From an optimization exercise on the open Yosys and OpenROAD flow, aimed at small area, a short achievable clock period and few clock cycles per item; shortcuts taken in it are not production practice.
The flow treats the clock pin as an ideal source, which a real chip does not have.

==> trial 80 <==
## square_root32
module square_root32(
		input wire iCLOCK,
		input wire inRESET,
		input wire iDATA_REQ,
		output wire oDATA_BUSY,
		input wire [31:0] iDATA,
		output wire oDATA_VALID,
		input wire iDATA_BUSY,
		output wire [15:0] oDATA
	);
	reg b_skid_valid;
	reg [15:0] b_skid_data;
	reg b_out_valid;
	reg [15:0] b_out_data;
	wire adv = !b_skid_valid;
	reg b_v1;
	reg b_v2;
	reg b_v3;
	reg b_v4;
	reg b_v5;
	reg b_v6;
	wire [31:0] x0;
	wire [0:0] q1;
	wire [1:0] r1;
	wire [29:0] x1;
	reg [1:0] qn2;
	wire [1:0] q2 = ~qn2;
	reg [2:0] r2;
	reg [27:0] x2;
	wire [2:0] q3;
	wire [3:0] r3;
	wire [25:0] x3;
	wire [3:0] q4;
	wire [4:0] r4;
	wire [23:0] x4;
	reg [4:0] qn5;
	wire [4:0] q5 = ~qn5;
	reg [5:0] r5;
	reg [21:0] x5;
	wire [5:0] q6;
	wire [6:0] r6;
	wire [19:0] x6;
	wire [6:0] q7;
	wire [7:0] r7;
	wire [17:0] x7;
	reg [7:0] qn8;
	wire [7:0] q8 = ~qn8;
	reg [8:0] r8;
	reg [15:0] x8;
	wire [8:0] q9;
	wire [9:0] r9;
	wire [13:0] x9;
	reg [9:0] qn10;
	wire [9:0] q10 = ~qn10;
	reg [10:0] r10;
	reg [11:0] x10;
	wire [10:0] q11;
	wire [11:0] r11;
	wire [9:0] x11;
	reg [11:0] qn12;
	wire [11:0] q12 = ~qn12;
	reg [12:0] r12;
	reg [7:0] x12;
	wire [12:0] q13;
	wire [13:0] r13;
	wire [5:0] x13;
	reg [13:0] qn14;
  ...
Settings: LEC_CHECK=0, ABC_AREA=1, CAP_MARGIN=20, CORE_MARGIN=2, CORE_UTILIZATION=68, CTS_BUF_LIST=sky130_fd_sc_hd__clkbuf_16, CTS_CLUSTER_DIAMETER=80, CTS_CLUSTER_SIZE=28, SLEW_MARGIN=20; clock period 15.0 ns.
standard.sh (not shown) runs the stock make flow with config.mk's settings and CLKGATE_MAP_FILE= SYNTH_SCRIPT=/design/flow/synth_recipe.tcl, a recipe that flattens the netlist after the stock synthesis.
==> flow/flow/run.sh <==
#!/bin/bash
# The standard layout (standard.sh, unchanged synthesis and steps), with:
# - a larger setup margin for ORFS's timing repair, so that repair works
#   towards a shorter achieved period;
# - port buffers of the smallest buffer cell (repair upsizes them as needed);
bash standard.sh SETUP_SLACK_MARGIN=10.9 BUFFER_PORTS_ARGS='-buffer_cell sky130_fd_sc_hd__buf_1' POST_CTS_TCL="$(pwd)/flow/flatten_clk.tcl" finish > standard.log 2>&1
==> flow/flow/flatten_clk.tcl <==
# Remove the clock tree's intermediate level: the root clock buffer then
# drives the leaf clock buffers directly. Every register keeps the same
# number of buffers (two) between the clock port and its clock pin.
set block [ord::get_db_block]
set root [$block findInst clkbuf_0_iCLOCK]
set rootnet [[$root findITerm X] getNet]
set mids {}
foreach it [$rootnet getITerms] {
  set inst [$it getInst]
  if {$inst eq $root} continue
  if {[string match "clkbuf_leaf_*" [$inst getName]]} continue
  lappend mids $inst
}
foreach inst $mids {
  if {![string match "clkbuf_*" [$inst getName]]} { error "unexpected load [$inst getName] on the root clock net" }
  set onet [[$inst findITerm X] getNet]
  set loads {}
  foreach it [$onet getITerms] { if {[$it getInst] ne $inst} { lappend loads $it } }
  set dummies {}
  foreach it $loads {
    if {[string match "clkload*" [[$it getInst] getName]]} { lappend dummies [$it getInst]; continue }
    if {![string match "clkbuf_leaf_*" [[$it getInst] getName]]} { error "unexpected load [[$it getInst] getName]" }
    $it disconnect
    $it connect $rootnet
  }
  puts "flatten_clk: removed [$inst getName], moved [llength $loads] leaf buffers to [$rootnet getName]"
  foreach d $dummies {
    puts "flatten_clk: removed dummy load [$d getName]"
    odb::dbInst_destroy $d
  }
  odb::dbInst_destroy $inst
  odb::dbNet_destroy $onet
}
==> build 76: changes against trial 80 <==
--- a/flow/design.v
+++ b/flow/design.v
@@ -29,23 +29,23 @@
 	reg [2:0] r2;
 	reg [27:0] x2;
 	wire [2:0] q3;
 	wire [3:0] r3;
 	wire [25:0] x3;
 	wire [3:0] q4;
 	wire [4:0] r4;
 	wire [23:0] x4;
-	reg [4:0] qn5;
-	wire [4:0] q5 = ~qn5;
-	reg [5:0] r5;
-	reg [21:0] x5;
-	wire [5:0] q6;
-	wire [6:0] r6;
-	wire [19:0] x6;
+	wire [4:0] q5;
+	wire [5:0] r5;
+	wire [21:0] x5;
+	reg [5:0] qn6;
+	wire [5:0] q6 = ~qn6;
+	reg [6:0] r6;
+	reg [19:0] x6;
 	wire [6:0] q7;
 	wire [7:0] r7;
 	wire [17:0] x7;
 	reg [7:0] qn8;
 	wire [7:0] q8 = ~qn8;
 	reg [8:0] r8;
 	reg [15:0] x8;
 	wire [8:0] q9;
@@ -130,107 +130,113 @@
 	wire h3_1g = (t3[1] & sn3[1]) | ((t3[1] | sn3[1]) & (t3[0] | sn3[0]));
 	wire h3_1p = (t3[1] | sn3[1]) & 1'b0;
 	wire h3_2g = (t3[3] & sn3[3]) | ((t3[3] | sn3[3]) & (t3[2] & sn3[2]));
 	wire h3_2p = (t3[3] | sn3[3]) & (t3[2] | sn3[2]);
 	wire h3_3g = (t3[5] & sn3[5]) | ((t3[5] | sn3[5]) & (t3[4] & sn3[4]));
 	wire h3_3p = (t3[5] | sn3[5]) & (t3[4] | sn3[4]);
 	wire h3_4g = h3_2g | (h3_2p & h3_1g);
 	wire h3_4p = h3_2p & h3_1p;
-	wire h3_5g = h3_3g | (h3_3p & h3_4g);
-	wire h3_5p = h3_3p & h3_4p;
-	wire h3_6g = (t3[2] & sn3[2]) | ((t3[2] | sn3[2]) & h3_1g);
-	wire h3_6p = (t3[2] | sn3[2]) & h3_1p;
-	wire h3_7g = (t3[4] & sn3[4]) | ((t3[4] | sn3[4]) & h3_4g);
-	wire h3_7p = (t3[4] | sn3[4]) & h3_4p;
+	wire h3_5g = h3_3g | (h3_3p & h3_2g);
+	wire h3_5p = h3_3p & h3_2p;
+	wire h3_6g = h3_5g | (h3_5p & h3_1g);
+	wire h3_6p = h3_5p & h3_1p;
+	wire h3_7g = (t3[2] & sn3[2]) | ((t3[2] | sn3[2]) & h3_1g);
+	wire h3_7p = (t3[2] | sn3[2]) & h3_1p;
+	wire h3_8g = (t3[4] & sn3[4]) | ((t3[4] | sn3[4]) & h3_4g);
+	wire h3_8p = (t3[4] | sn3[4]) & h3_4p;
 	wire [6:0] d3;
 	assign d3[0] = ~(t3[0] ^ sn3[0]);
 	assign d3[1] = t3[1] ^ (sn3[1] ^ (t3[0] | sn3[0]));
 	assign d3[2] = t3[2] ^ (sn3[2] ^ h3_1g);
-	assign d3[3] = t3[3] ^ (sn3[3] ^ h3_6g);
+	assign d3[3] = t3[3] ^ (sn3[3] ^ h3_7g);
 	assign d3[4] = t3[4] ^ (sn3[4] ^ h3_4g);
-	assign d3[5] = t3[5] ^ (sn3[5] ^ h3_7g);
-	assign d3[6] = ~h3_5g;
+	assign d3[5] = t3[5] ^ (sn3[5] ^ h3_8g);
+	assign d3[6] = ~h3_6g;
 	wire ge3 = !d3[6];
 	assign q4 = {q3, ge3};
 	assign r4 = (ge3 ? d3[4:0] : t3[4:0]);
 	assign x4 = x3[23:0];
 	wire [6:0] t4 = {r4, x4[23:22]};
 	wire [6:0] sn4 = {1'b1, ~q4, 2'b10};
 	wire h4_1g = (t4[1] & sn4[1]) | ((t4[1] | sn4[1]) & (t4[0] | sn4[0]));
 	wire h4_1p = (t4[1] | sn4[1]) & 1'b0;
 	wire h4_2g = (t4[3] & sn4[3]) | ((t4[3] | sn4[3]) & (t4[2] & sn4[2]));
 	wire h4_2p = (t4[3] | sn4[3]) & (t4[2] | sn4[2]);
 	wire h4_3g = (t4[5] & sn4[5]) | ((t4[5] | sn4[5]) & (t4[4] & sn4[4]));
 	wire h4_3p = (t4[5] | sn4[5]) & (t4[4] | sn4[4]);
 	wire h4_4g = h4_2g | (h4_2p & h4_1g);
 	wire h4_4p = h4_2p & h4_1p;
-	wire h4_5g = h4_3g | (h4_3p & h4_4g);
-	wire h4_5p = h4_3p & h4_4p;
-	wire h4_6g = (t4[2] & sn4[2]) | ((t4[2] | sn4[2]) & h4_1g);
-	wire h4_6p = (t4[2] | sn4[2]) & h4_1p;
-	wire h4_7g = (t4[4] & sn4[4]) | ((t4[4] | sn4[4]) & h4_4g);
-	wire h4_7p = (t4[4] | sn4[4]) & h4_4p;
-	wire h4_8g = (t4[6] & sn4[6]) | ((t4[6] | sn4[6]) & h4_5g);
-	wire h4_8p = (t4[6] | sn4[6]) & h4_5p;
+	wire h4_5g = h4_3g | (h4_3p & h4_2g);
+	wire h4_5p = h4_3p & h4_2p;
+	wire h4_6g = h4_5g | (h4_5p & h4_1g);
+	wire h4_6p = h4_5p & h4_1p;
+	wire h4_7g = (t4[2] & sn4[2]) | ((t4[2] | sn4[2]) & h4_1g);
+	wire h4_7p = (t4[2] | sn4[2]) & h4_1p;
+	wire h4_8g = (t4[4] & sn4[4]) | ((t4[4] | sn4[4]) & h4_4g);
+	wire h4_8p = (t4[4] | sn4[4]) & h4_4p;
+	wire h4_9g = (t4[6] & sn4[6]) | ((t4[6] | sn4[6]) & h4_6g);
+	wire h4_9p = (t4[6] | sn4[6]) & h4_6p;
 	wire [7:0] d4;
 	assign d4[0] = ~(t4[0] ^ sn4[0]);
 	assign d4[1] = t4[1] ^ (sn4[1] ^ (t4[0] | sn4[0]));
 	assign d4[2] = t4[2] ^ (sn4[2] ^ h4_1g);
-	assign d4[3] = t4[3] ^ (sn4[3] ^ h4_6g);
+	assign d4[3] = t4[3] ^ (sn4[3] ^ h4_7g);
 	assign d4[4] = t4[4] ^ (sn4[4] ^ h4_4g);
-	assign d4[5] = t4[5] ^ (sn4[5] ^ h4_7g);
-	assign d4[6] = t4[6] ^ (sn4[6] ^ h4_5g);
-	assign d4[7] = ~h4_8g;
+	assign d4[5] = t4[5] ^ (sn4[5] ^ h4_8g);
+	assign d4[6] = t4[6] ^ (sn4[6] ^ h4_6g);
+	assign d4[7] = ~h4_9g;
 	wire ge4 = !d4[7];
-	always @(posedge iCLOCK) begin
-		if (adv) begin
-			qn5 <= ~{q4, ge4};
-			r5 <= (ge4 ? d4[5:0] : t4[5:0]);
-			x5 <= x4[21:0];
-		end
-	end
+	assign q5 = {q4, ge4};
+	assign r5 = (ge4 ? d4[5:0] : t4[5:0]);
+	assign x5 = x4[21:0];
 	wire [7:0] t5 = {r5, x5[21:20]};
 	wire [7:0] sn5 = {1'b1, ~q5, 2'b10};
 	wire h5_1g = (t5[1] & sn5[1]) | ((t5[1] | sn5[1]) & (t5[0] | sn5[0]));
 	wire h5_1p = (t5[1] | sn5[1]) & 1'b0;
 	wire h5_2g = (t5[3] & sn5[3]) | ((t5[3] | sn5[3]) & (t5[2] & sn5[2]));
 	wire h5_2p = (t5[3] | sn5[3]) & (t5[2] | sn5[2]);
 	wire h5_3g = (t5[5] & sn5[5]) | ((t5[5] | sn5[5]) & (t5[4] & sn5[4]));
 	wire h5_3p = (t5[5] | sn5[5]) & (t5[4] | sn5[4]);
 	wire h5_4g = (t5[7] & sn5[7]) | ((t5[7] | sn5[7]) & (t5[6] & sn5[6]));
 	wire h5_4p = (t5[7] | sn5[7]) & (t5[6] | sn5[6]);
 	wire h5_5g = h5_2g | (h5_2p & h5_1g);
 	wire h5_5p = h5_2p & h5_1p;
-	wire h5_6g = h5_4g | (h5_4p & h5_3g);
-	wire h5_6p = h5_4p & h5_3p;
-	wire h5_7g = h5_6g | (h5_6p & h5_5g);
-	wire h5_7p = h5_6p & h5_5p;
-	wire h5_8g = h5_3g | (h5_3p & h5_5g);
-	wire h5_8p = h5_3p & h5_5p;
-	wire h5_9g = (t5[2] & sn5[2]) | ((t5[2] | sn5[2]) & h5_1g);
-	wire h5_9p = (t5[2] | sn5[2]) & h5_1p;
-	wire h5_10g = (t5[4] & sn5[4]) | ((t5[4] | sn5[4]) & h5_5g);
-	wire h5_10p = (t5[4] | sn5[4]) & h5_5p;
-	wire h5_11g = (t5[6] & sn5[6]) | ((t5[6] | sn5[6]) & h5_8g);
-	wire h5_11p = (t5[6] | sn5[6]) & h5_8p;
+	wire h5_6g = h5_3g | (h5_3p & h5_2g);
+	wire h5_6p = h5_3p & h5_2p;
+	wire h5_7g = h5_4g | (h5_4p & h5_3g);
+	wire h5_7p = h5_4p & h5_3p;
+	wire h5_8g = h5_6g | (h5_6p & h5_1g);
+	wire h5_8p = h5_6p & h5_1p;
+	wire h5_9g = h5_7g | (h5_7p & h5_5g);
+	wire h5_9p = h5_7p & h5_5p;
+	wire h5_10g = (t5[2] & sn5[2]) | ((t5[2] | sn5[2]) & h5_1g);
+	wire h5_10p = (t5[2] | sn5[2]) & h5_1p;
+	wire h5_11g = (t5[4] & sn5[4]) | ((t5[4] | sn5[4]) & h5_5g);
+	wire h5_11p = (t5[4] | sn5[4]) & h5_5p;
+	wire h5_12g = (t5[6] & sn5[6]) | ((t5[6] | sn5[6]) & h5_8g);
+	wire h5_12p = (t5[6] | sn5[6]) & h5_8p;
 	wire [8:0] d5;
 	assign d5[0] = ~(t5[0] ^ sn5[0]);
 	assign d5[1] = t5[1] ^ (sn5[1] ^ (t5[0] | sn5[0]));
 	assign d5[2] = t5[2] ^ (sn5[2] ^ h5_1g);
-	assign d5[3] = t5[3] ^ (sn5[3] ^ h5_9g);
+	assign d5[3] = t5[3] ^ (sn5[3] ^ h5_10g);
 	assign d5[4] = t5[4] ^ (sn5[4] ^ h5_5g);
-	assign d5[5] = t5[5] ^ (sn5[5] ^ h5_10g);
+	assign d5[5] = t5[5] ^ (sn5[5] ^ h5_11g);
 	assign d5[6] = t5[6] ^ (sn5[6] ^ h5_8g);
-	assign d5[7] = t5[7] ^ (sn5[7] ^ h5_11g);
-	assign d5[8] = ~h5_7g;
+	assign d5[7] = t5[7] ^ (sn5[7] ^ h5_12g);
+	assign d5[8] = ~h5_9g;
 	wire ge5 = !d5[8];
-	assign q6 = {q5, ge5};
-	assign r6 = (ge5 ? d5[6:0] : t5[6:0]);
-	assign x6 = x5[19:0];
+	always @(posedge iCLOCK) begin
+		if (adv) begin
+			qn6 <= ~{q5, ge5};
+			r6 <= (ge5 ? d5[6:0] : t5[6:0]);
+			x6 <= x5[19:0];
+		end
+	end
 	wire [8:0] t6 = {r6, x6[19:18]};
 	wire [8:0] sn6 = {1'b1, ~q6, 2'b10};
 	wire h6_1g = (t6[1] & sn6[1]) | ((t6[1] | sn6[1]) & (t6[0] | sn6[0]));
 	wire h6_1p = (t6[1] | sn6[1]) & 1'b0;
 	wire h6_2g = (t6[3] & sn6[3]) | ((t6[3] | sn6[3]) & (t6[2] & sn6[2]));
 	wire h6_2p = (t6[3] | sn6[3]) & (t6[2] | sn6[2]);
 	wire h6_3g = (t6[5] & sn6[5]) | ((t6[5] | sn6[5]) & (t6[4] & sn6[4]));
 	wire h6_3p = (t6[5] | sn6[5]) & (t6[4] | sn6[4]);
@@ -896,18 +902,13 @@
 		end else if (!b_skid_valid) begin
 			b_skid_valid <= b_v6;
 		end
 	end
 	always @(posedge iCLOCK) begin
 		if (out_free) b_out_data <= b_skid_valid ? b_skid_data : res;
 		if (!b_skid_valid) b_skid_data <= res;
 	end
-	reg b_busy;
-	always @(posedge iCLOCK or negedge inRESET) begin
-		if (!inRESET) b_busy <= 1'b0;
-		else b_busy <= !out_free && (b_busy || b_v6);
-	end
-	assign oDATA_BUSY = b_busy;
+	assign oDATA_BUSY = b_skid_valid;
 	assign oDATA_VALID = b_out_valid;
 	assign oDATA = b_out_data;
 endmodule
 `default_nettype wire
==> flow/flow/run.sh (replaced) <==
#!/bin/bash
# The standard layout (standard.sh, unchanged synthesis and steps), with:
# - a larger setup margin for ORFS's timing repair, so that repair works
#   towards a shorter achieved period;
# - port buffers of the smallest buffer cell (repair upsizes them as needed);
bash standard.sh SETUP_SLACK_MARGIN=11.0 BUFFER_PORTS_ARGS='-buffer_cell sky130_fd_sc_hd__buf_1' POST_CTS_TCL="$(pwd)/flow/flatten_clk.tcl" finish > standard.log 2>&1
==> impl_metrics.ini <==
[placed_design]
gp_congestion = 0.870

[drt]
wl_met2_um = 13100

[final_layout]
multi_input_area_um2 = 5740

[status]
status = finished clean

[logic_synthesis]
syn_nets = 1569

[floorplanning]
coreArea_um2 = 19500

[setup_path]
r2r_start = x2[26]
# the run above: build 76

==> impl_metrics.ini <==
[logic_synthesis]
syn_nets = 1658

[setup_path]
crit_fanout = 2
r2r_start = qn12[9]

[placed_design]
gp_congestion = 0.881

[status]
status = finished clean

[drt]
wl_met2_um = 12000

[final_layout]
n_fill_cell = 1507

[floorplanning]
coreArea_um2 = 20200
# the run above: trial 80

No run of this note included a check of the RTL's function; only the layout flow was run.

==> static timing again, ports no longer ideal <==
In the flow no input, the clock included, has a driving cell. The finished layouts below were timed again as built, in two steps.
Step 1, drivers: a clkbuf_16 drives iCLOCK and a buf_2 each remaining input, both assumed.
Step 2 moves the port delays by t, midway between the first and last clock arrival at a register: inputs arrive t later, outputs are due t later. That takes back most of the time a late clock gives input paths.
Slacks: no drivers / after step 1 / after step 2; pairs: no drivers / after step 1.
run | shift t [ns] | setup WS [ns] | worst setup path after step 2
trial 80 | 0.470 | 11.025 / 10.980 / 10.965 | input to register
build 76 | 0.455 | 10.916 / 10.872 / 10.903 | input to register
After both steps setup and hold are still met in every run listed. The setup slack of trial 80, which loses most, moves by -0.045 ns with the drivers and by -0.060 ns with both steps.
